From an optimization exercise on the open Yosys and OpenROAD flow, aimed at small area and a short achievable clock period; shortcuts taken in it are not production practice.
Function was checked by simulation only, so behaviour that the tests miss may differ from the original.

==> flow/design.v (outline; a module is shown in full before it is edited, if it fits) <==
// module test_dsp: 1738 lines
module test_dsp #(parameter width_in1=26, parameter width_in2=14, parameter width_out=40) (
    input clk_i,
    input signed [width_in1:0] a_i,
    input signed [width_in2:0] b_i,
    input signed [width_out:0] pd_pattern1,
    output signed [width_out:0] c_o,
    output reg ones_o
);
  // ...
==> flow/flow/run.sh <==
#!/bin/bash
# Standard ORFS layout, with one extra step between synthesis and floorplan:
# flow/polarity.py removes the polarity inverters that Yosys's full-adder
# extraction leaves between adder cells (full adders are self-dual), and
# swaps gates for their complement cells where that saves an inverter.
# Registers and ports are untouched.
set -euo pipefail
cd "$(dirname "$0")/.."
W=$(pwd)
R=$W/orfs/results/${FLOW_PLATFORM}/test_dsp/base
LIB=${FLOW_HOME}/platforms/${FLOW_PLATFORM}/lib/sky130_fd_sc_hd__tt_025C_1v80.lib
bash standard.sh synth > "$W/run_synth.log" 2>&1
cp "$R/1_2_yosys.v" "$W/1_2_yosys.standard.v"
python3 flow/polarity.py "$LIB" "$W/1_2_yosys.standard.v" "$R/1_2_yosys.v" > "$W/run_polarity.log" 2>&1
rm -f "$R/1_synth.odb" "$R/1_synth.sdc"
bash standard.sh finish > "$W/run_layout.log" 2>&1
==> flow/flow/polarity.py <==
#!/usr/bin/env python3
"""Remove polarity inverters from a Yosys gate netlist (sky130hd).

Yosys's extract_fa leaves many inverters between full-adder cells.  A full
adder is self-dual, FA(~a, ~b, ~c) = (~sum, ~carry), so each fa cell may
work on inverted signals; a gate with a complement cell (and2/nand2,
a21o/a21oi, ...) may produce its output inverted.  This pass chooses those
polarities to minimise cell area (the inverters still needed plus the
complement swaps), then rewires the netlist with one shared inverter per
signal whose other polarity is still needed.  Registers, ports and every
other cell keep their function; only combinational cells change.

usage: polarity.py LIB in.v out.v
"""
import random
import re
import sys

lib, fin, fout = sys.argv[1:4]
src = open(fin).read()
libt = open(lib).read()

# --- library: area and pins per cell --------------------------------------
AREA = {}
PINS = {}
for m in re.finditer(r'cell \("sky130_fd_sc_hd__(\w+)"\)\s*\{', libt):
    name = m.group(1)
    nxt = libt.find('cell ("sky130_fd_sc_hd__', m.end())
    body = libt[m.end():nxt if nxt > 0 else len(libt)]
    a = re.search(r'\barea\s*:\s*([\d.]+)', body)
    AREA[name] = float(a.group(1)) if a else 0.0
    ins, outs = set(), set()
    for pm in re.finditer(r'pin \("(\w+)"\)\s*\{(.{0,400})', body, re.S):
        d = re.search(r'direction\s*:\s*"?(\w+)', pm.group(2))
        if d:
            (ins if d.group(1) == 'input' else outs).add(pm.group(1))
    PINS[name] = (ins, outs)

PAIRS = [('and2', 'nand2'), ('and3', 'nand3'), ('and4', 'nand4'), ('or2', 'nor2'),
         ('or3', 'nor3'), ('or4', 'nor4'), ('xor2', 'xnor2'), ('xor3', 'xnor3'),
         ('a21o', 'a21oi'), ('a22o', 'a22oi'), ('a211o', 'a211oi'), ('a31o', 'a31oi'),
         ('a32o', 'a32oi'), ('a221o', 'a221oi'), ('a2111o', 'a2111oi'), ('a311o', 'a311oi'),
         ('a41o', 'a41oi'), ('o21a', 'o21ai'), ('o22a', 'o22ai'), ('o211a', 'o211ai'),
         ('o31a', 'o31ai'), ('o32a', 'o32ai'), ('o221a', 'o221ai'), ('o311a', 'o311ai'),
         ('o2111a', 'o2111ai'), ('o41a', 'o41ai'), ('a21bo', 'a21boi'), ('o21ba', 'o21bai'),
         ('and2b', 'nand2b'), ('or2b', 'nor2b'), ('and3b', 'nand3b'), ('or3b', 'nor3b'),
         ('and4b', 'nand4b'), ('or4b', 'nor4b'), ('and4bb', 'nand4bb'), ('or4bb', 'nor4bb'),
         ('mux2', 'mux2i')]
COMP = {}
for a, b in PAIRS:
    COMP[a] = b
    COMP[b] = a


def complement(short):
    m = re.fullmatch(r'(\w+?)_(\d+)', short)
    if not m or m.group(1) not in COMP:
        return None
    base, drive = COMP[m.group(1)], int(m.group(2))
    drives = sorted(int(re.fullmatch(r'.*_(\d+)', n).group(1)) for n in AREA
                    if re.fullmatch(re.escape(base) + r'_\d+', n))
    cand = [d for d in drives if d >= drive] or drives
    if not cand:
        return None
    c = f'{base}_{cand[0]}'
    if c not in PINS or short not in PINS:
        return None
    if PINS[c][0] != PINS[short][0] or len(PINS[c][1]) != 1 or len(PINS[short][1]) != 1:
        return None
    return c


INV_AREA = AREA['inv_1']

# --- netlist ---------------------------------------------------------------
cell_re = re.compile(r'^  (sky130_fd_sc_hd__(\w+)) (\S+)\s+\((.*?)\n  \);\n', re.S | re.M)
pin_re = re.compile(r'\.(\w+)\(([^()]*)\)')

cells = []
for m in cell_re.finditer(src):
    short = m.group(2)
    pins = pin_re.findall(m.group(4))
    cells.append({'short': short, 'name': m.group(3), 'pins': pins, 'span': m.span()})

hdr = re.search(r'module\s+\w+\s*\((.*?)\);', src, re.S)
ports = set(x.strip() for x in hdr.group(1).split(','))
if re.search(r'^\s*assign\s', src, re.M):
    open(fout, 'w').write(src)
    print('assign statements present; netlist left unchanged')
    sys.exit(0)


def key(n):
    return n.strip()


def is_port_net(k):
    return k.lstrip('\\').split('[')[0].strip() in ports


def outpins(c):
    return PINS.get(c['short'], (set(), {'X', 'Y', 'Q', 'SUM', 'COUT', 'HI', 'LO'}))[1]


driver = {}
for i, c in enumerate(cells):
    for p, n in c['pins']:
        if p in outpins(c):
            driver[key(n)] = i

removable = []
for c in cells:
    ok = False
    if re.fullmatch(r'inv_\d+', c['short']):
        ok = not is_port_net(key(dict(c['pins'])['Y']))
    removable.append(ok)


def root(k):
    par = 0
    while k in driver and removable[driver[k]]:
        k = key(dict(cells[driver[k]]['pins'])['A'])
        par ^= 1
    return k, par


kind = []
comp = []
for i, c in enumerate(cells):
    if removable[i]:
        kind.append(None)
        comp.append(None)
    elif re.fullmatch(r'fa_\d+', c['short']):
        kind.append('fa')
        comp.append(None)
    else:
        cc = complement(c['short'])
        kind.append('comp' if cc else None)
        comp.append(cc)

cons = []
for i, c in enumerate(cells):
    if removable[i]:
        continue
    for j, (p, n) in enumerate(c['pins']):
        if p in outpins(c):
            continue
        r, q = root(key(n))
        cons.append((i, j, r, q))
by_root = {}
for ci, (i, j, r, q) in enumerate(cons):
    by_root.setdefault(r, []).append(ci)
port_roots = {k for k in driver if is_port_net(k)}

flip = [0] * len(cells)


def drv_pol(r):
    d = driver.get(r)
    if d is None or kind[d] is None:
        return 0
    return flip[d]


def need(ci):
    i, j, r, q = cons[ci]
    return q ^ (flip[i] if kind[i] == 'fa' else 0)


def cost_root(r):
    d = drv_pol(r)
    if r in port_roots and d:
        return 1e6
    for ci in by_root.get(r, []):
        if need(ci) != d:
            return INV_AREA
    return 0.0


def cell_cost(i):
    if kind[i] == 'comp' and flip[i]:
        return AREA[comp[i]] - AREA[cells[i]['short']]
    return 0.0


touch = {}
for i, c in enumerate(cells):
    if kind[i] is None:
        continue
    rs = set()
    for p, n in c['pins']:
        k = key(n)
        if p in outpins(c):
            rs.add(k)
        elif kind[i] == 'fa':
            rs.add(root(k)[0])
    touch[i] = rs


def total():
    return sum(cost_root(r) for r in set(by_root) | port_roots) + sum(cell_cost(i) for i in touch)


def delta(i):
    rs = touch[i]
    c0 = sum(cost_root(r) for r in rs) + cell_cost(i)
    flip[i] ^= 1
    c1 = sum(cost_root(r) for r in rs) + cell_cost(i)
    flip[i] ^= 1
    return c1 - c0


before = total()
rng = random.Random(1)
ids = list(touch)
best_flip = list(flip)
cur = best = before
steps = 60 * len(ids) + 1
for step in range(steps):
    T = max(0.05, 4.0 * (1 - step / steps))
    i = ids[rng.randrange(len(ids))]
    d = delta(i)
    if d <= 0 or rng.random() < pow(2.718281828, -d / T):
        flip[i] ^= 1
        cur += d
        if cur < best - 1e-9:
            best = cur
            best_flip = list(flip)
flip[:] = best_flip
changed = True
while changed:
    changed = False
    for i in ids:
        if delta(i) < -1e-9:
            flip[i] ^= 1
            changed = True
after = total()

# --- rewrite ---------------------------------------------------------------
orig_text = {}
for c in cells:
    for p, n in c['pins']:
        orig_text.setdefault(key(n), n)
newinv = {}
extra_wires, extra_cells = [], []


def net_for(r, want):
    if want == drv_pol(r):
        return orig_text.get(r, r)
    if r not in newinv:
        k = len(newinv)
        nn = f'polinv_{k}'
        newinv[r] = nn
        extra_wires.append(f'  wire {nn};\n')
        extra_cells.append(f'  sky130_fd_sc_hd__inv_1 polinv_cell_{k} (\n'
                           f'    .A({orig_text.get(r, r)}),\n    .Y({nn})\n  );\n')
    return newinv[r]


newpins = {}
for ci, (i, j, r, q) in enumerate(cons):
    newpins[(i, j)] = net_for(r, need(ci))

out = []
pos = 0
nswap = 0
for i, c in enumerate(cells):
    s, e = c['span']
    out.append(src[pos:s])
    pos = e
    if removable[i]:
        continue
    short = c['short']
    pins = c['pins']
    if kind[i] == 'comp' and flip[i]:
        nswap += 1
        newshort = comp[i]
        op_old = next(iter(PINS[short][1]))
        op_new = next(iter(PINS[newshort][1]))
        pins = [(op_new if p == op_old else p, n) for p, n in pins]
        short = newshort
    pl = [f'    .{p}({newpins.get((i, j), n)})' for j, (p, n) in enumerate(pins)]
    out.append(f'  sky130_fd_sc_hd__{short} {c["name"]} (\n' + ',\n'.join(pl) + '\n  );\n')
tail = src[pos:]
idx = tail.rfind('endmodule')
out.append(tail[:idx])
out.extend(extra_cells)
out.append(tail[idx:])
text = ''.join(out)
m = re.search(r'\n  wire ', text)
text = text[:m.start() + 1] + ''.join(extra_wires) + text[m.start() + 1:]
open(fout, 'w').write(text)
print(f'inverters removed {sum(removable)}, added {len(newinv)}; complement swaps {nswap}; '
      f'fa flipped {sum(flip[i] for i in ids if kind[i] == "fa")}; '
      f'area cost {before:.1f} -> {after:.1f} (relative)')
==> flow/standard.sh <==
#!/bin/bash
# synth_recipe.tcl (not shown) runs the flow's synth.tcl, then flattens the netlist and writes it again
# the make line also repeats each setting of config.mk as NAME=value (left out here)
make -C /OpenROAD-flow-scripts/flow DESIGN_CONFIG=/design/flow/config.mk WORK_HOME=/design/flow/orfs CLKGATE_MAP_FILE= SYNTH_SCRIPT=/design/flow/synth_recipe.tcl "${@:-finish}"
==> flow/config.mk <==
export PLATFORM = sky130hd
export DESIGN_NAME = test_dsp
export DESIGN_NICKNAME = test_dsp
export VERILOG_FILES = /design/flow/design.v
export SDC_FILE = /design/flow/constraint.sdc
export NUM_CORES = 4
export LEC_CHECK = 0
export ABC_AREA = 1
export CAP_MARGIN = 20
export CORE_MARGIN = 2
export CORE_UTILIZATION = 60
export SETUP_SLACK_MARGIN = 3.0
export SLEW_MARGIN = 20
==> flow/constraint.sdc <==
create_clock -name core_clock -period 6.5 [get_ports {clk_i}]
set_input_delay 1.3000 -clock core_clock [delete_from_list [all_inputs] [get_ports {clk_i}]]
set_output_delay 1.3000 -clock core_clock [all_outputs]
set_load 0.01 [all_outputs]
==> run notes, run 1 <==
status=finished clean; Slowest-stage cell, CP=dlygate4sd2_1; Hold Path End=ones_o; count of plain and timing-repair buffers=152; nonclk inv count=197; vias in the first global route=12,470; Finished Core Util=70.71%; global routing usage on met2=44.79%; # IOs=126; cells along the critical path=dlygate4sd2_1 -> nand2_1 -> fa_1 -> fa_1 -> fa_2 -> inv_1; Crit. End Element=flop; maximum clock rate=approximately 0.28 GHz; CTS buffer count=27; Synthesis Warnings=1; Clock buf/inv share=4.797%; WP data required=6920 ps; wl on met1=19,790 um; CTS resizes=110; setup TNS=0 ps; Clk pin slew, worst setup/hold paths=60 ps; busiest grt layer=met1; Crit path depth=6; reg2reg setup slack=3120 ps; synthesized area per cell=10.53 um2; Rows=62; crit path kind=in -> reg; Post-CTS Setup Inserts=5; Worst path most repeated cell=fa_1
==> inputs of run 2 (changes only) <==
--- a/flow/config.mk
+++ b/flow/config.mk
@@ -7,7 +7,6 @@
 export LEC_CHECK = 0
-export ABC_AREA = 1
 export CAP_MARGIN = 20
 export CORE_MARGIN = 2
-export CORE_UTILIZATION = 60
-export SETUP_SLACK_MARGIN = 3.0
+export CORE_UTILIZATION = 75
+export SETUP_SLACK_MARGIN = 3.2
 export SLEW_MARGIN = 20
==> run notes, run 2 <==
initial cell density of the core=76.39% (was 60.78%); vias in the first global route=14,490 (was 12,470); Via-to-Cell Ratio=6.713 (was 5.289); core area=0.02264 mm2 (was 0.02863 mm2); RSZ-0062 raised after global routing=true (unchanged); critical path arrival=4450 ps (was 3940 ps); DP Worst Slack=1791 ps (was 1426 ps); CP startpoint kind=flop (was input pin); DRT iter0 DRCs=1,798 (was 691); CTS tree=yes (unchanged); hold path cells=0 (unchanged); # placed instances=1,874 (was 2,106); Crit path depth=10 (was 6); GRT Resource Usage Total=47.40% (was 30.22%); Rows=55 (was 62); worst path bufs/invs=1 (was 2); largest net degree at the start of global routing=28 (unchanged); Clk pin slew, worst setup/hold paths=60 ps (about the same); CP max FO=4 (was 15); final antenna-violating net count=0 (unchanged); crit path kind=reg -> reg (was in -> reg); Finished Core Util=92.52% (was 70.71%); syn nets=2,014 (was 2,161); Final Non-Filler Cells=1,970 (was 2,165); initial antenna violation count=1 (was 0); CTS root buf=clkbuf_16 (unchanged); drt first pass iters=7 (was 5); dpl hpwl=31,720 um (was 33,130 um); share of layout cells above drive strength 1=15.98% (was 8.591%); first-pass GRT wire length=83,350 um (was 69,680 um); Layout area overhead=21.11% (was 16.34%); Die W=155.9 um (was 174.3 um); Crit. End Element=flop (unchanged); cells along the critical path=fa_1 -> fa_2 -> ha_4 -> nand4_1 -> a211oi_4 -> o2111ai_4 -> buf_4 -> a211oi_1 -> o21ai_1 -> o311ai_0 (was dlygate4sd2_1 -> nand2_1 -> fa_1 -> fa_1 -> fa_2 -> inv_1); CTS buffer count=27 (unchanged); routed wire length=59,400 um (was 43,700 um); die area=0.02429 mm2 (was 0.03038 mm2); Slew HR=46.38% (was 48.00%); final layout net count=2,173 (was 2,269); commonest non-fill, non-tap cell in the layout=fa_1 (was nand2_1); Slew Viols, Final=0 (unchanged); Remaining Overflow, GRT=0 (unchanged); fin crit share=61.94% (was 54.07%); Die H=155.9 um (was 174.3 um); H-Tree Depth=1 (unchanged); Slowest-stage cell, CP=fa_1 (was dlygate4sd2_1); Clock Sinks=237 (unchanged); # DRC=0 (unchanged); Crit path max-delay family=compound AO/OA/AOI/OAI gates (was adder cells); Worst Tran Pin Value=798.6 ps (was 779.9 ps); synthesized area=0.01730 mm2 (was 0.01740 mm2); total number of vias=13,230 (was 11,450); Synthesis Warnings=1 (unchanged); HP Class=reg -> reg (unchanged); most frequent cells in the layout=fa_1 (326), dfxtp_1 (233), and2_1 (216) (was nand2_1 (357), fa_1 (342), dfxtp_1 (237)); Cells after Synth=1,506 (was 1,653); setup TNS=0 ps (unchanged); GPL Wtd Cong=0.9051 (was 0.9317); Final Critical Period=4026 ps (was 3514 ps); # IOs=126 (unchanged); synthesized area per cell=11.48 um2 (was 10.53 um2); Final Setup Violations=0 (unchanged); status=finished clean (unchanged); Clock Skews=14.26 ps (was 10.20 ps); port bufs=125 (unchanged); clock buffer depth=3 (unchanged); R2R depth=10 (was 12); Final Hold Vio Count=0 (unchanged); WP data required=6920 ps (about the same); Clock Latency Late Sink=560 ps (was 530 ps); routed len/inst=30.15 um (was 20.18 um); Max-Cap Viols=0 (unchanged); slack of the critical path=2474 ps (was 2986 ps); delay of the slowest critical-path stage=600 ps (was 710 ps); maximum clock rate=0.2484 GHz (was 0.2845 GHz); biggest regs=pat_r: 41 flops, prod_r: 41 flops (unchanged)
-- run 2: routing by layer --
layer	track usage (%)	part of all wire, %	vias to the layer above
met4	34.91	10	2
met2	76.17	47	1370
met5	0	0.024	-
li1	-	-	4914
met1	54.64	31	6453
met3	13.67	12	486
-- run 2: worst paths after layout --
kind / slack, ps / to / from
worst max-delay path: 2470 / prod_r[22] / r1_c8_0
worst min-delay path: 330 / ones_o / eq_r
worst min register to register: 330 / ones_o / eq_r
worst max register to register: 2470 / prod_r[22] / r1_c8_0
-- run 2: timing repair --
item,CTS,global route
setup buffers,32,9
hold buffers,0,0
resized for setup,252,75
hold endpoints to repair,0,0
endpoints found under the setup margin,131,74
pin swaps,55,38
gates cloned,5,1
-- run 2: layout make-up --
class	instances	area, um2
Inverter	153	574.3
Sequential cell	237	4750
Tap cell	285	356.6
Multi-Input combinational cell	1059	12420
Fill cell	718	1694
Clock inverter	10	88.84
Timing Repair Buffer	187	1989
Antenna cell	2	5.005
Clock buffer	37	763.2
-- run 2: metrics by stage --
step,instance area (um2),hold WS [ps]
6_report,20950,330.2
5_1_grt,20940,330.3
4_1_cts,20650,327.9
3_5_place_dp,19020,318.2
3_3_place_gp,19020,309.8
2_1_floorplan,17830,309.6
==> inputs of run 3 (changes only) <==
--- a/flow/flow/run.sh
+++ b/flow/flow/run.sh
@@ -11,2 +11,4 @@
 LIB=${FLOW_HOME}/platforms/${FLOW_PLATFORM}/lib/sky130_fd_sc_hd__tt_025C_1v80.lib
+# port buffers: a real buffer cell (buffer_ports otherwise picks a delay cell)
+export BUFFER_PORTS_ARGS="-buffer_cell sky130_fd_sc_hd__buf_4"
 bash standard.sh synth > "$W/run_synth.log" 2>&1
--- a/flow/config.mk
+++ b/flow/config.mk
@@ -7,6 +7,7 @@
 export LEC_CHECK = 0
+export ABC_AREA = 1
 export CAP_MARGIN = 20
 export CORE_MARGIN = 2
-export CORE_UTILIZATION = 75
-export SETUP_SLACK_MARGIN = 3.2
+export CORE_UTILIZATION = 60
+export SETUP_SLACK_MARGIN = 3.5
 export SLEW_MARGIN = 20
==> run notes, run 3 <==
port bufs=125 (unchanged); cells along the critical path=buf_16 -> and2_4 -> fa_1 -> fa_1 -> fa_1 -> fa_2 (was fa_1 -> fa_2 -> ha_4 -> nand4_1 -> a211oi_4 -> o2111ai_4 -> buf_4 -> a211oi_1 -> o21ai_1 -> o311ai_0); largest net degree at the start of global routing=28 (unchanged); initial cell density of the core=60.78% (was 76.39%); Clock Sinks=237 (unchanged); Crit Reg-Reg Endpoint=prod_r[33] (was prod_r[22]); WHS=341.3 ps (was 330.2 ps); status=finished clean (unchanged); Clk pin slew, worst setup/hold paths=60 ps (about the same); CTS root buf=clkbuf_16 (unchanged); most frequent cells in the layout=nand2_1 (269), dfxtp_1 (230), fa_1 (202) (was fa_1 (326), dfxtp_1 (233), and2_1 (216)); Hold Path End=ones_o (unchanged); drt first pass iters=6 (was 7); R2R depth=12 (was 10); Remaining Overflow, GRT=0 (unchanged); Die H=174.3 um (was 155.9 um); DP Worst Slack=2553 ps (was 1791 ps); initial antenna violation count=0 (was 1); synthesized area per cell=10.53 um2 (was 11.48 um2); Final Setup Violations=0 (unchanged); # fillers=1,887 (was 718); Final Critical Period=3150 ps (was 4026 ps); routed wire length=47,320 um (was 59,400 um); core area=0.02863 mm2 (was 0.02264 mm2); Synthesis Warnings=1 (unchanged); CP max FO=8 (was 4); CP startpoint kind=input pin (was flop); total number of vias=11,870 (was 13,230); H-Tree Depth=1 (unchanged); share of layout cells above drive strength 1=32.74% (was 15.98%); reg2reg setup slack=3390 ps (was 2470 ps); Cells after Synth=1,653 (was 1,506); vias in the first global route=12,740 (was 14,490); Via-to-Cell Ratio=5.424 (was 6.713); GPL Wtd Cong=0.9658 (was 0.9051); Clock Skews=21.27 ps (was 14.26 ps); Final Hold Vio Count=0 (unchanged); HP Class=reg -> reg (unchanged); Worst path most repeated cell=fa_1; # IOs=126 (unchanged); crit path kind=in -> reg (was reg -> reg); # DRC=0 (unchanged); CTS buffer count=27 (unchanged); Post-CTS Hold Fix Bufs=0 (unchanged); Die W=174.3 um (was 155.9 um); worst path bufs/invs=1 (unchanged); Worst Hold Launch=eq_r (unchanged); setup TNS=0 ps (unchanged); GRT Resource Usage Total=32.07% (was 47.40%); Layout area overhead=25.21% (was 21.11%); slack of the critical path=3350 ps (was 2474 ps); reg2reg start=r1_c11_2 (was r1_c8_0); Slew HR=59.81% (was 46.38%); Finished Core Util=76.10% (was 92.52%); Max-Cap Viols=0 (unchanged); Crit path max-delay family=adder cells (was compound AO/OA/AOI/OAI gates); final layout net count=2,292 (was 2,173); first-pass GRT wire length=72,990 um (was 83,350 um); die area=0.03038 mm2 (was 0.02429 mm2); RSZ-0062 raised after global routing=true (unchanged); clock buffer depth=3 (unchanged); Crit. End Element=flop (unchanged); Slowest-stage cell, CP=fa_1 (unchanged); WP data required=6920 ps (about the same); Worst Tran Pin Value=598.6 ps (was 798.6 ps); CTS tree=yes (unchanged); dpl hpwl=33,460 um (was 31,720 um); hold path cells=0 (unchanged); Antenna diodes=0 (was 2); syn nets=2,161 (was 2,014); delay of the slowest critical-path stage=590 ps (was 600 ps); routed len/inst=21.62 um (was 30.15 um); critical path arrival=3570 ps (was 4450 ps); biggest regs=pat_r: 41 flops, prod_r: 41 flops (unchanged); commonest non-fill, non-tap cell in the layout=nand2_1 (was fa_1); final antenna-violating net count=0 (unchanged); synthesized area=0.01740 mm2 (was 0.01730 mm2); maximum clock rate=0.3174 GHz (was 0.2484 GHz); DRT iter0 DRCs=829 (was 1,798); Clock Latency Late Sink=560 ps (about the same); Rows=62 (was 55); Slew Viols, Final=0 (unchanged); fin crit share=48.47% (was 61.94%)
## run 3: cell type report
class                   count  area, um2  share of cell area (%)
multi-input cells        1146      12940                   59.42
flip-flops and latches    237       4753                   21.82
repair buffers            175       1888                   8.667
clock buffers              38      767.0                   3.521
inverters                 197      739.5                   3.394
well taps                 384      480.5                   2.206
clock inverters            12      211.5                  0.9707
## run 3: per-layer routing
metal	wire length, um	track usage, %	vias up
met5	0	0	-
met4	1197	7.633	0
met3	3773	4.987	71
met2	21730	50.25	512
met1	20620	47.69	6110
li1	-	-	5180
## run 3: what timing repair did
action / CTS / global route
resized for setup: 149 / 102
setup buffers: 17 / 26
pin swaps: 33 / 67
setup endpoints to repair: 47 / 55
cloned: 4 / 3
## run 3: metrics by stage
stage	cells	instance area [um2]
floorplan	1653	18840
global placement	2089	19330
detailed placement	2089	19330
CTS	2160	21160
global route	2189	21780
finish	2189	21780
## run 3: worst max-delay path by stage
stage,startpoint,to,slack (ps),depth (start not counted)
5_1_grt,a_i[22],r1_c24_3,3310,6
3_3_place_gp,b_i[2],r1_c21_3,2590,7
6_report,a_i[22],r1_c24_3,3350,6
3_5_place_dp,b_i[2],r1_c21_3,2550,7
2_1_floorplan,b_i[0],r1_c21_3,2790,8
4_1_cts,b_i[0],r1_c17_3,3370,7
==> inputs of run 4 (changes only) <==
--- a/flow/config.mk
+++ b/flow/config.mk
@@ -11,3 +11,3 @@
 export CORE_UTILIZATION = 60
-export SETUP_SLACK_MARGIN = 3.5
+export SETUP_SLACK_MARGIN = 3.2
 export SLEW_MARGIN = 20
==> run notes, run 4 <==
status=finished clean (unchanged); largest net degree at the start of global routing=28 (unchanged); final layout net count=2,264 (was 2,292); CTS buffer count=28 (was 27); Clock Latency Late Sink=550 ps (was 560 ps); Slew Viols, Final=0 (unchanged); # IOs=126 (unchanged); Layout area overhead=15.59% (was 25.21%); Final Setup Violations=0 (unchanged); routed wire length=44,290 um (was 47,320 um); Slowest-stage cell, CP=fa_1 (unchanged); DRT iter0 DRCs=677 (was 829); GPL Wtd Cong=0.9101 (was 0.9658); setup TNS=0 ps (unchanged); GRT Resource Usage Total=30.30% (was 32.07%); Via-to-Cell Ratio=5.333 (was 5.424); CP startpoint kind=input pin (unchanged); Final Hold Vio Count=0 (unchanged); placed cell area=0.01864 mm2 (was 0.01933 mm2); Final Critical Period=3257 ps (was 3150 ps); final antenna-violating net count=0 (unchanged); clock buffer depth=3 (unchanged); CTS tree=yes (unchanged); crit path kind=in -> reg (unchanged); synthesized area per cell=10.53 um2 (unchanged); HP Class=reg -> reg (unchanged); Slew HR=63.02% (was 59.81%); delay of the slowest critical-path stage=530 ps (was 590 ps); core area=0.02863 mm2 (unchanged); RSZ-0062 raised after global routing=false (was true); # fillers=2,148 (was 1,887); fin crit share=50.11% (was 48.47%); synthesized area=0.01740 mm2 (unchanged); Finished Core Util=70.26% (was 76.10%); Remaining Overflow, GRT=0 (unchanged); Cells after Synth=1,653 (unchanged); total number of vias=11,520 (was 11,870); most frequent cells in the layout=nand2_1 (356), fa_1 (324), dfxtp_1 (237) (was nand2_1 (269), dfxtp_1 (230), fa_1 (202)); critical path arrival=3670 ps (was 3570 ps); Clock Skews=18.37 ps (was 21.27 ps); Crit. End Element=flop (unchanged); drt first pass iters=8 (was 6); dpl hpwl=32,890 um (was 33,460 um); CP max FO=27 (was 8); Max-Cap Viols=0 (unchanged); Final Cell Area=0.02011 mm2 (was 0.02178 mm2); register area=0.004745 mm2 (was 0.004753 mm2); Clk pin slew, worst setup/hold paths=60 ps (about the same); Worst Tran Pin Value=550.8 ps (was 598.6 ps); initial antenna violation count=0 (unchanged); vias in the first global route=12,310 (was 12,740); die area=0.03038 mm2 (unchanged); port bufs=125 (unchanged); Antenna diodes=0 (unchanged); initial cell density of the core=60.78% (unchanged); cells along the critical path=buf_6 -> nand2_1 -> fa_1 -> fa_1 -> fa_1 -> inv_1 -> fa_1 (was buf_16 -> and2_4 -> fa_1 -> fa_1 -> fa_1 -> fa_2); Clock Sinks=237 (unchanged); area of the multi-input gates=0.01205 mm2 (was 0.01294 mm2); H-Tree Depth=1 (unchanged); biggest regs=pat_r: 41 flops, prod_r: 41 flops (unchanged); WP data required=6910 ps (was 6920 ps); syn nets=2,161 (unchanged); share of layout cells above drive strength 1=15.99% (was 32.74%); Die W=174.3 um (unchanged); commonest non-fill, non-tap cell in the layout=nand2_1 (unchanged); first-pass GRT wire length=69,190 um (was 72,990 um); routed len/inst=20.51 um (was 21.62 um); # DRC=0 (unchanged); Die H=174.3 um (unchanged); CTS root buf=clkbuf_16 (unchanged); Rows=62 (unchanged); maximum clock rate=0.3070 GHz (was 0.3174 GHz); Synthesis Warnings=1 (unchanged); Worst path most repeated cell=fa_1 (unchanged)
-- run 4: path summary, 6_finish.rpt --
| path | from | end | slack (ps) | cells past startpoint |
|---|---|---|---|---|
| max | b_i[1] | r1_c23_3 | 3240 | 7 |
| min | eq_r | ones_o | 330 | 0 |
| max reg2reg | r1_c22_0 | prod_r[33] | 3350 | 11 |
| min reg2reg | eq_r | ones_o | 330 | 0 |
-- run 4: critical path: cells and delay by family --
kind                     cells  cell delay [ps]
adder cells (fa/ha/maj)      4             1930
buffers and inverters        2              280
AND/OR/NAND/NOR              1              120
-- run 4: area by class of cell --
| cell class | instances | area share (%) |
|---|---|---|
| Multi-Input combinational cell | 1146 | 59.91 |
| Sequential cell | 237 | 23.59 |
| Timing Repair Buffer | 146 | 5.687 |
| Clock buffer | 39 | 3.895 |
| Inverter | 197 | 3.677 |
| Tap cell | 384 | 2.389 |
| Clock inverter | 11 | 0.8524 |
-- run 4: repair_timing --
| item | 4_1_cts | 5_1_grt |
|---|---|---|
| resized for setup | 16 | 42 |
| pin swaps | 8 | 19 |
| hold buffers | 0 | 0 |
| setup endpoints to repair | 11 | 12 |
| gates cloned | 0 | 0 |
| setup buffers | 2 | 19 |
-- run 4: metal layers --
layer | part of all wire (%) | track usage (%) | up-vias | wire length, um
met1 | 44 | 45.13 | 5854 | 19670
met3 | 9.6 | 7.787 | 65 | 4253
li1 | - | - | 5098 | -
met4 | 2.5 | 7.458 | 0 | 1115
met5 | 0 | 0 | - | 0
met2 | 43 | 44.89 | 503 | 19260
-- run 4: through the flow --
stage                     hold WS, ps  instances  setup slack, ps
after global placement          315.3       2089             2604
after global routing            355.8       2160             3200
after CTS                       330.4       2141             3181
final                           329.8       2160             3243
after floorplan                 309.6       1653             2788
after detailed placement        316.5       2089             2565
==> inputs of run 5 (changes only) <==
--- a/flow/config.mk
+++ b/flow/config.mk
@@ -11,3 +11,3 @@
 export CORE_UTILIZATION = 60
-export SETUP_SLACK_MARGIN = 3.2
+export SETUP_SLACK_MARGIN = 3.0
 export SLEW_MARGIN = 20
==> run notes, run 5 <==
Die H=174.3 um (unchanged); final layout net count=2,246 (was 2,264); synthesized area=0.01740 mm2 (unchanged); clock buffer depth=3 (unchanged); Crit. End Element=flop (unchanged); GPL Wtd Cong=0.9410 (was 0.9101); slack of the critical path=3117 ps (was 3243 ps); Via-to-Cell Ratio=5.313 (was 5.333); drt first pass iters=5 (was 8); WP data required=6930 ps (was 6910 ps); # placed instances=2,089 (unchanged); Slew Viols, Final=0 (unchanged); CTS tree=yes (unchanged); routed len/inst=20.49 um (was 20.51 um); Clock Sinks=237 (unchanged); total number of vias=11,370 (was 11,520); Worst Tran Pin Value=441.0 ps (was 550.8 ps); fin crit share=52.05% (was 50.11%); synthesized area per cell=10.53 um2 (unchanged); core area=0.02863 mm2 (unchanged); routed wire length=43,830 um (was 44,290 um); largest net degree at the start of global routing=28 (unchanged); Post-CTS Hold Fix Bufs=0 (unchanged); HP Class=reg -> reg (unchanged); CP startpoint kind=input pin (unchanged); DRT iter0 DRCs=642 (was 677); Cells after Synth=1,653 (unchanged); Clock Latency Late Sink=540 ps (was 550 ps); maximum clock rate=0.2956 GHz (was 0.3070 GHz); first-pass GRT wire length=69,210 um (was 69,190 um); Die W=174.3 um (unchanged); die area=0.03038 mm2 (unchanged); Final Hold Vio Count=0 (unchanged); DP Worst Slack=2579 ps (was 2565 ps); share of layout cells above drive strength 1=13.16% (was 15.99%); # IOs=126 (unchanged); Finished Core Util=68.59% (was 70.26%); Final Non-Filler Cells=2,139 (was 2,160); # fillers=2,287 (was 2,148); commonest non-fill, non-tap cell in the layout=nand2_1 (unchanged); Final Cell Area=0.01963 mm2 (was 0.02011 mm2); Layout area overhead=12.84% (was 15.59%); Slew HR=70.29% (was 63.02%); CTS root buf=clkbuf_16 (unchanged); status=finished clean (unchanged); initial antenna violation count=0 (unchanged); dpl hpwl=32,850 um (was 32,890 um); CP max FO=27 (unchanged); setup TNS=0 ps (unchanged); Final Critical Period=3383 ps (was 3257 ps); GRT Resource Usage Total=30.24% (was 30.30%); Antenna diodes=0 (unchanged); port bufs=125 (unchanged); Rows=62 (unchanged); # DRC=0 (unchanged); Remaining Overflow, GRT=0 (unchanged); H-Tree Depth=1 (unchanged); final antenna-violating net count=0 (unchanged); Clk pin slew, worst setup/hold paths=60 ps (about the same); CTS buffer count=27 (was 28); vias in the first global route=12,230 (was 12,310); Max-Cap Viols=0 (unchanged); RSZ-0062 raised after global routing=false (unchanged); biggest regs=pat_r: 41 flops, prod_r: 41 flops (unchanged); crit path kind=in -> reg (unchanged); most frequent cells in the layout=nand2_1 (358), fa_1 (346), dfxtp_1 (237) (was nand2_1 (356), fa_1 (324), dfxtp_1 (237)); initial cell density of the core=60.78% (unchanged); Final Setup Violations=0 (unchanged); syn nets=2,161 (unchanged); critical path arrival=3810 ps (was 3670 ps); Clock Skews=14.82 ps (was 18.37 ps); Synthesis Warnings=1 (unchanged); placed cell area=0.01860 mm2 (was 0.01864 mm2)
-- run 5: per-layer routing --
metal	wire length [um]	global-route usage (%)
met1	19820	45.69
met2	19190	45.40
met3	3794	6.037
met4	1031	7.528
met5	0	0
-- run 5: what timing repair did --
item,4_1_cts,5_1_grt
gates cloned,0,0
resized for setup,1,18
buffers inserted,0,4
pin swaps,0,4
endpoints found under the hold margin,0,0
endpoints found under the setup margin,1,2
-- run 5: path summary, 6_finish.rpt --
path	from	to	slack, ps	depth (start not counted)
worst max register to register	r1_c14_0	prod_r[33]	3120	13
worst min-delay path	eq_r	ones_o	320	0
worst min register to register	eq_r	ones_o	320	0
worst max-delay path	b_i[0]	r1_c21_3	3120	7
-- run 5: through the flow --
stage               hold WS [ps]
finish                     318.9
global route               331.8
CTS                        321.1
detailed placement         312.1
global placement           313.2
floorplan                  309.6
-- run 5: cell type report --
type / count / area, um2 / area share [%]
multi-input cells: 1146 / 11830 / 60.26
flip-flops and latches: 237 / 4745 / 24.17
repair buffers: 129 / 968.4 / 4.933
inverters: 197 / 739.5 / 3.766
clock buffers: 31 / 710.7 / 3.620
well taps: 384 / 480.5 / 2.447
clock inverters: 15 / 158.9 / 0.8094
-- run 5: worst max-delay path, cell delays in order --
cell	delay [ps]
buf_4	320
nand2_1	130
fa_1	540
fa_1	430
fa_1	480
fa_1	540
inv_1	40
==> inputs of run 6 (changes only) <==
--- a/flow/flow/run.sh
+++ b/flow/flow/run.sh
@@ -12,3 +12,3 @@
 # port buffers: a real buffer cell (buffer_ports otherwise picks a delay cell)
-export BUFFER_PORTS_ARGS="-buffer_cell sky130_fd_sc_hd__buf_4"
+export BUFFER_PORTS_ARGS="-buffer_cell sky130_fd_sc_hd__buf_2"
 bash standard.sh synth > "$W/run_synth.log" 2>&1
--- a/flow/config.mk
+++ b/flow/config.mk
@@ -11,2 +11,3 @@
 export CORE_UTILIZATION = 60
+export CTS_BUF_LIST = sky130_fd_sc_hd__clkbuf_4 sky130_fd_sc_hd__clkbuf_8
 export SETUP_SLACK_MARGIN = 3.0
==> run notes, run 6 <==
status=finished clean (unchanged); die area=0.03038 mm2 (unchanged); Clock Latency Late Sink=550 ps (was 540 ps); dpl hpwl=32,710 um (was 32,850 um); CTS root buf=clkbuf_8 (was clkbuf_16); placed cell area=0.01829 mm2 (was 0.01860 mm2); CTS buffer count=43 (was 27); CP startpoint kind=input pin (unchanged); Worst Tran Pin Value=714.2 ps (was 441.0 ps); reg2reg start=r1_c11_0 (was r1_c14_0); Slew HR=52.39% (was 70.29%); synthesized area per cell=10.53 um2 (unchanged); routed wl met3=4118 um (was 3794 um); Final Cell Area=0.01941 mm2 (was 0.01963 mm2); initial antenna violation count=0 (unchanged); synthesized area=0.01740 mm2 (unchanged); Final Hold Vio Count=0 (unchanged); Crit Reg-Reg Endpoint=prod_r[33] (unchanged); Die W=174.3 um (unchanged); # IOs=126 (unchanged); routed wire length=43,370 um (was 43,830 um); Synthesis Warnings=1 (unchanged); Via-to-Cell Ratio=5.255 (was 5.313); Crit. End Element=flop (unchanged); port bufs=125 (unchanged); first-pass GRT wire length=68,880 um (was 69,210 um); Slowest-stage cell, CP=fa_1 (unchanged); Final Critical Period=3450 ps (was 3383 ps); core area=0.02863 mm2 (unchanged); wl on met1=19,540 um (was 19,820 um); drt first pass iters=5 (unchanged); final antenna-violating net count=0 (unchanged); R2R depth=12 (was 13); setup TNS=0 ps (unchanged); WP data required=6930 ps (about the same); vias in the first global route=12,320 (was 12,230); Antenna diodes=0 (unchanged); met2 wire length=18,490 um (was 19,190 um); initial cell density of the core=60.78% (unchanged); largest net degree at the start of global routing=28 (unchanged); Final Setup Violations=0 (unchanged); HP Class=reg -> reg (unchanged); Clk pin slew, worst setup/hold paths=60 ps (about the same); Rows=62 (unchanged); GRT Resource Usage Total=30.20% (was 30.24%); delay of the slowest critical-path stage=590 ps (was 540 ps); H-Tree Depth=2 (was 1); fin crit share=53.07% (was 52.05%); Worst Setup SP=a_i[19] (was b_i[0]); Clock Skews=16.80 ps (was 14.82 ps); uppermost layer routed=met4 (unchanged); syn nets=2,161 (unchanged); cells along the critical path=buf_2 -> nand2_1 -> fa_1 -> fa_1 -> fa_1 -> fa_1 -> inv_1 (was buf_4 -> nand2_1 -> fa_1 -> fa_1 -> fa_1 -> fa_1 -> inv_1); biggest regs=pat_r: 41 flops, prod_r: 41 flops (unchanged); Worst path most repeated cell=fa_1 (unchanged); Clock Sinks=237 (unchanged); RSZ-0062 raised after global routing=true (was false); Max-Cap Viols=0 (unchanged); critical path arrival=3880 ps (was 3810 ps); Worst Setup EP=r1_c21_3 (unchanged); Layout area overhead=11.56% (was 12.84%); # DRC=0 (unchanged); crit path kind=in -> reg (unchanged); most frequent cells in the layout=nand2_1 (358), fa_1 (348), dfxtp_1 (237) (was nand2_1 (358), fa_1 (346), dfxtp_1 (237)); total number of vias=11,400 (was 11,370); Remaining Overflow, GRT=0 (unchanged); maximum clock rate=0.2899 GHz (was 0.2956 GHz); DRT iter0 DRCs=663 (was 642); GPL Wtd Cong=0.9184 (was 0.9410); commonest non-fill, non-tap cell in the layout=nand2_1 (unchanged); Die H=174.3 um (unchanged); Cells after Synth=1,653 (unchanged); clock buffer depth=3 (unchanged); CTS tree=yes (unchanged); reg2reg setup slack=3100 ps (was 3120 ps); CP max FO=15 (was 27); final layout net count=2,265 (was 2,246); share of layout cells above drive strength 1=14.67% (was 13.16%); routed len/inst=19.99 um (was 20.49 um); Slew Viols, Final=0 (unchanged)
## run 6: how the worst min path moves through the flow
stage	startpoint	end	slack (ps)	cells past startpoint
2_1_floorplan	eq_r	ones_o	310	0
3_3_place_gp	eq_r	ones_o	310	0
3_5_place_dp	eq_r	ones_o	320	0
4_1_cts	eq_r	ones_o	330	0
5_1_grt	eq_r	ones_o	340	0
6_report	eq_r	ones_o	330	0
## run 6: final cells by class
cell class / instances / area (um2)
inverter: 197 / 739.5
tap: 384 / 480.5
clock buffer: 58 / 760.7
sequential: 237 / 4745
timing repair buffer: 132 / 693.2
fill: 2301 / 9215
clock inverter: 16 / 166.4
multi-input combinational: 1146 / 11830
## run 6: worst max-delay path, delay by kind of cell
| family | cells | cell delay, ps |
|---|---|---|
| AND/OR/NAND/NOR | 1 | 140 |
| buffers and inverters | 2 | 380 |
| adder cells (fa/ha/maj) | 4 | 2040 |
## run 6: timing repair
action / in CTS / in global routing
buffers inserted: 0 / 7
pin swaps: 1 / 6
setup endpoints to repair: 9 / 4
gates resized for setup: 7 / 16
hold buffers: 0 / 0
hold endpoints to repair: 0 / 0
## run 6: through the flow
stage	worst slack [ps]	std cells	utilization, %	hold slack, ps
after global placement	2363	2089	63.89	312.8
after floorplan	2788	1653	-	309.6
after global routing	2972	2170	67.81	341.9
after CTS	3015	2163	67.20	328.6
after detailed placement	2318	2089	63.89	315.8
final	3050	2170	67.81	325.8
## run 6: routing by layer
metal	up-vias	GRT usage, %
met4	0	9.594
met3	75	8.880
met1	5743	43.94
met2	476	44.03
met5	-	0
li1	5109	-

==> re-timing with driven ports <==
The flow's constraints put no driver on any port. The routed layouts listed below were extracted and timed again, unchanged, in two steps. Step 1 (the two cells are an assumption about what drives the block):
set clk [get_ports {clk_i}]
set_driving_cell -lib_cell sky130_fd_sc_hd__clkbuf_16 $clk
set_driving_cell -lib_cell sky130_fd_sc_hd__buf_2 [delete_from_list [all_inputs] $clk]
Step 2 moves the port delays by t, midway between the first and last clock arrival at a register: inputs arrive t later, outputs are due t later. That takes back most of the time a late clock gives input paths. Slacks: ideal ports / drivers / drivers and shift; pairs: ideal ports / drivers.
run | t (ns) | setup WS [ns] | hold WS [ns] | worst data-port slew with drivers (ns) | cell pins on the clock port's net
run 1 | 0.575 | 2.986 / 3.017 / 2.442 | 0.326 / 0.326 / 0.326 | 0.05 | 1
run 2 | 0.613 | 2.474 / 2.474 / 2.474 | 0.330 / 0.330 / 0.330 | 0.06 | 1
run 3 | 0.600 | 3.350 / 3.197 / 2.597 | 0.341 / 0.341 / 0.341 | 0.27 | 1
run 4 | 0.588 | 3.243 / 3.254 / 2.666 | 0.330 / 0.330 / 0.330 | 0.07 | 1
run 5 | 0.588 | 3.117 / 3.119 / 2.541 | 0.319 / 0.319 / 0.319 | 0.05 | 1
run 6 | 0.586 | 3.050 / 3.078 / 2.492 | 0.326 / 0.326 / 0.326 | 0.04 | 1
After both steps every run listed still meets setup and hold. For run 3, which loses most, drivers alone change the setup slack by -0.153 ns; drivers and shift together by -0.753 ns.
